Context: an optimization exercise on an open-source flow, tuned for small area and a short achievable clock period. The choices shown serve that exercise and are no tape-out recipe.
The RTL was checked by simulation tests, not by an equivalence proof against the original design.
Power is estimated from default activity; no workload was simulated.

==> flow/design.v (excerpt) <==
module MyMain( R, G, B,Vsync, Hsync,Display0, Display1, Display2, Display3, kyClk, kyData, clk,kd, c0, c1, c2, c3, rst);
Settings: LEC_CHECK=0, CAP_MARGIN=20, CORE_MARGIN=2, CORE_UTILIZATION=65, CTS_BUF_LIST=sky130_fd_sc_hd__clkbuf_8, CTS_CLUSTER_DIAMETER=100, CTS_CLUSTER_SIZE=40, PLACE_DENSITY=0.8, SLEW_MARGIN=20; clock period 125.0 ns.
standard.sh (not shown) runs the stock make flow with config.mk's settings and CLKGATE_MAP_FILE= SYNTH_SCRIPT=/design/flow/synth_recipe.tcl, a recipe that flattens the netlist after the stock synthesis.
==> flow/flow/run.sh <==
#!/bin/bash
# The standard layout (the standard.sh, unchanged synthesis, floorplan,
# power grid, placement, clock tree and routing), with two settings of its
# own: the ports are buffered with a plain buffer, and timing repair is asked
# for a setup margin, so that it works on the paths from the inputs and to
# the outputs too, which the 125 ns clock leaves with a large slack.
set -o pipefail
export BUFFER_PORTS_ARGS="-buffer_cell sky130_fd_sc_hd__buf_2"
export SETUP_SLACK_MARGIN=98.7
bash standard.sh 2>&1 | tee standard.log
Rerun with:
--- a/flow/flow/run.sh
+++ b/flow/flow/run.sh
@@ -8,3 +8,3 @@
 export BUFFER_PORTS_ARGS="-buffer_cell sky130_fd_sc_hd__buf_2"
-export SETUP_SLACK_MARGIN=98.7
+export SETUP_SLACK_MARGIN=98.9
 bash standard.sh 2>&1 | tee standard.log
- ABC_AREA: default -> 1
The changed run completed without violations.
Count of clock-buffer cells in the layout decreases by 1.
Clock power falls by 21%.
Global-route usage grows by 0.58 points.
Sequential power came out higher by about 3%.
Cell count went up by 7.6%.
Design area falls by 2.6%.
Clock skew stays flat.
Worst hold slack gains 0.0066 ns.
Die area fell by 3.0%.
Setup slack is better by 0.15 ns.

========
MyMain, a different RTL version from the one above (not shown whole).
For scale: about 1500 cells after synthesis, about 130 flip-flops.
Settings: LEC_CHECK=0, CAP_MARGIN=20, CORE_MARGIN=2, CORE_UTILIZATION=65, CTS_BUF_LIST=sky130_fd_sc_hd__clkbuf_8, CTS_CLUSTER_DIAMETER=100, CTS_CLUSTER_SIZE=40, PLACE_DENSITY=0.8, SLEW_MARGIN=20; clock period 125.0 ns.
==> flow/flow/run.sh <==
#!/bin/bash
# Layout flow: the standard layout (standard.sh: the standard synthesis,
# floorplan, power grid, placement, clock tree and routing) with three
# settings of its own, passed to ORFS through the environment:
#  - the ports are buffered with a plain buffer (buf_2) instead of the delay
#    cell that port buffering picks by default;
#  - timing repair is asked for a setup margin of 98.9 ns, so that it also
#    works on the paths from the inputs and to the outputs, which the 125 ns
#    clock otherwise leaves with a large slack;
#  - the clock tree is built without dummy loads.
# The whole output of the flow goes to standard.log here, and ORFS writes each
# step's log under orfs/logs.
set -o pipefail
export BUFFER_PORTS_ARGS="-buffer_cell sky130_fd_sc_hd__buf_2"
export SETUP_SLACK_MARGIN=98.9
export CTS_ARGS="-sink_clustering_enable -repair_clock_nets -dont_use_dummy_load -sink_clustering_size 35 -sink_clustering_max_diameter 300 -buf_list sky130_fd_sc_hd__clkbuf_16"
bash standard.sh 2>&1 | tee standard.log
The first run went through all stages and came out clean.
Change:
--- a/flow/flow/run.sh
+++ b/flow/flow/run.sh
@@ -15,3 +15,3 @@
 export SETUP_SLACK_MARGIN=98.9
-export CTS_ARGS="-sink_clustering_enable -repair_clock_nets -dont_use_dummy_load -sink_clustering_size 35 -sink_clustering_max_diameter 300 -buf_list sky130_fd_sc_hd__clkbuf_16"
+export CTS_ARGS="-sink_clustering_enable -repair_clock_nets -dont_use_dummy_load -sink_clustering_size 40 -sink_clustering_max_diameter 100 -buf_list sky130_fd_sc_hd__clkbuf_8"
 bash standard.sh 2>&1 | tee standard.log
Result: Clock skew grows by 4.2 ps; register-to-register slack improves by 40 ps; clock-buffer cell count is unchanged; worst setup slack improves by 6.6 ps; power came out lower by 14%; final area decreases by 1.5%.

========
Another version of the RTL of MyMain (not shown whole).
For scale: roughly 160 flip-flops, ~70 I/O pins.
// MyMain
module MyMain( R, G, B,Vsync, Hsync,Display0, Display1, Display2, Display3, kyClk, kyData, clk,kd, c0, c1, c2, c3, rst);
output[3:0] R, G, B;
output Vsync, Hsync;
input kyClk, kyData, clk;
input rst;  
output[7:0] kd;
wire[7:0] KeyData;
output[ 6:0 ] Display0, Display1, Display2,Display3;
wire[3:0] curnum0, curnum1, curnum2, curnum3;
output[3:0] c0, c1, c2, c3;
assign kd = KeyData;
assign c0 = curnum0;
assign c1 = curnum1;
assign c2 = curnum2;
assign c3 = curnum3;
SegmentDriver SegmD1(Display1, curnum1);
SegmentDriver SegmD2(Display2, curnum2);
SegmentDriver SegmD3(Display3, curnum3);
Keyboard KBD(KeyData, kyClk, kyData, clk, rst);
VGADriver VGAD( R, G, B, Vsync, Hsync, clk, curnum0, curnum1, curnum2, curnum3, Display0, KeyData, rst);
endmodule
clock: 125.0 ns
lec_check: 0
cap_margin: 20
core_margin: 2
core_utilization: 65
cts_buf_list: sky130_fd_sc_hd__clkbuf_8
cts_cluster_diameter: 100
cts_cluster_size: 40
place_density: 0.8
slew_margin: 20
run.sh (not shown) runs the stock make flow with config.mk's settings and CLKGATE_MAP_FILE= SYNTH_SCRIPT=/design/flow/synth_recipe.tcl, a recipe that flattens the netlist after the stock synthesis.
Stock flow here: none of the scripts above is used.
Change:
Settings changed: ABC_AREA from default to 1.
Outcome:
- The changed run completed with no timing, DRC or antenna violations
- hold slack hardly moves
- total power goes up by about 40%
- setup slack gets worse by 380 ps
- sequential cell count is unchanged
- via count goes down by 0.71%
- die area goes down by 2.3%
Change:
Settings changed: ABC_AREA 1 to default, CORE_UTILIZATION 65 to 40, PLACE_DENSITY 0.8 to default.
Outcome:
- The new run produced a clean layout
- hold slack got worse by 5.6 ps
- synthesized cell count came out lower by 7.6%
- sequential cell count stays the same
- cell area grows by 3.9%
- power decreases by 26%
Change:
Settings changed: CORE_UTILIZATION 40 to 78, PLACE_DENSITY from default to 0.9.
Effect:
- The changed run completed with no timing, DRC or antenna violations
- non-clock buffer count is unchanged
- area after synthesis is unchanged
- die area goes down by well over a third
- combinational power goes up by a few percent
- routed wire length hardly moves
- setup slack loses 33 ps

## afterwards: timing with drivers on the ports
How much do the figures lean on ideal ports? The routed layouts below were timed once more, with nothing changed but the port constraints. Step 1 sets driving cells, clkbuf_16 on the clock port and buf_2 on the other inputs (assumed; they add their load-dependent delay and slew). Step 2, shift: input delay + t, output delay - t, t = (earliest + latest rising clock arrival at the registers) / 2. This alone moves slack from input paths to output paths. Slacks: ideal / step 1 / step 2; pairs: ideal / step 1.
| run | t (ns) | setup WS [ns] | hold WS [ns] | worst slew at a driven data input, ns |
|---|---|---|---|---|
| the first run of note 1 | 0.504 | 98.792 / 98.753 / 98.368 | 0.462 / 0.462 / 0.462 | 0.03 |
| the second run of note 1 | 0.502 | 98.944 / 98.903 / 98.500 | 0.469 / 0.469 / 0.469 | 0.03 |
| the first run of note 2 | 0.471 | 98.919 / 98.904 / 98.474 | 0.457 / 0.457 / 0.457 | 0.03 |
| the second run of note 2 | 0.490 | 98.925 / 98.888 / 98.456 | 0.459 / 0.459 / 0.459 | 0.03 |
| the first run of note 3 | 0.517 | 98.377 / 98.334 / 98.065 | 0.465 / 0.465 / 0.465 | 0.04 |
| the second run of note 3 | 0.499 | 97.996 / 98.017 / 97.518 | 0.467 / 0.467 / 0.467 | 0.04 |
| the third run of note 3 | 0.509 | 98.390 / 98.348 / 97.937 | 0.461 / 0.461 / 0.461 | 0.04 |
| the fourth run of note 3 | 0.526 | 98.357 / 98.317 / 98.154 | 0.467 / 0.467 / 0.467 | 0.03 |
After both steps every run listed still meets setup and hold. For the second run of note 3, which loses most, drivers alone change the setup slack by +0.021 ns; drivers and shift together by -0.478 ns.
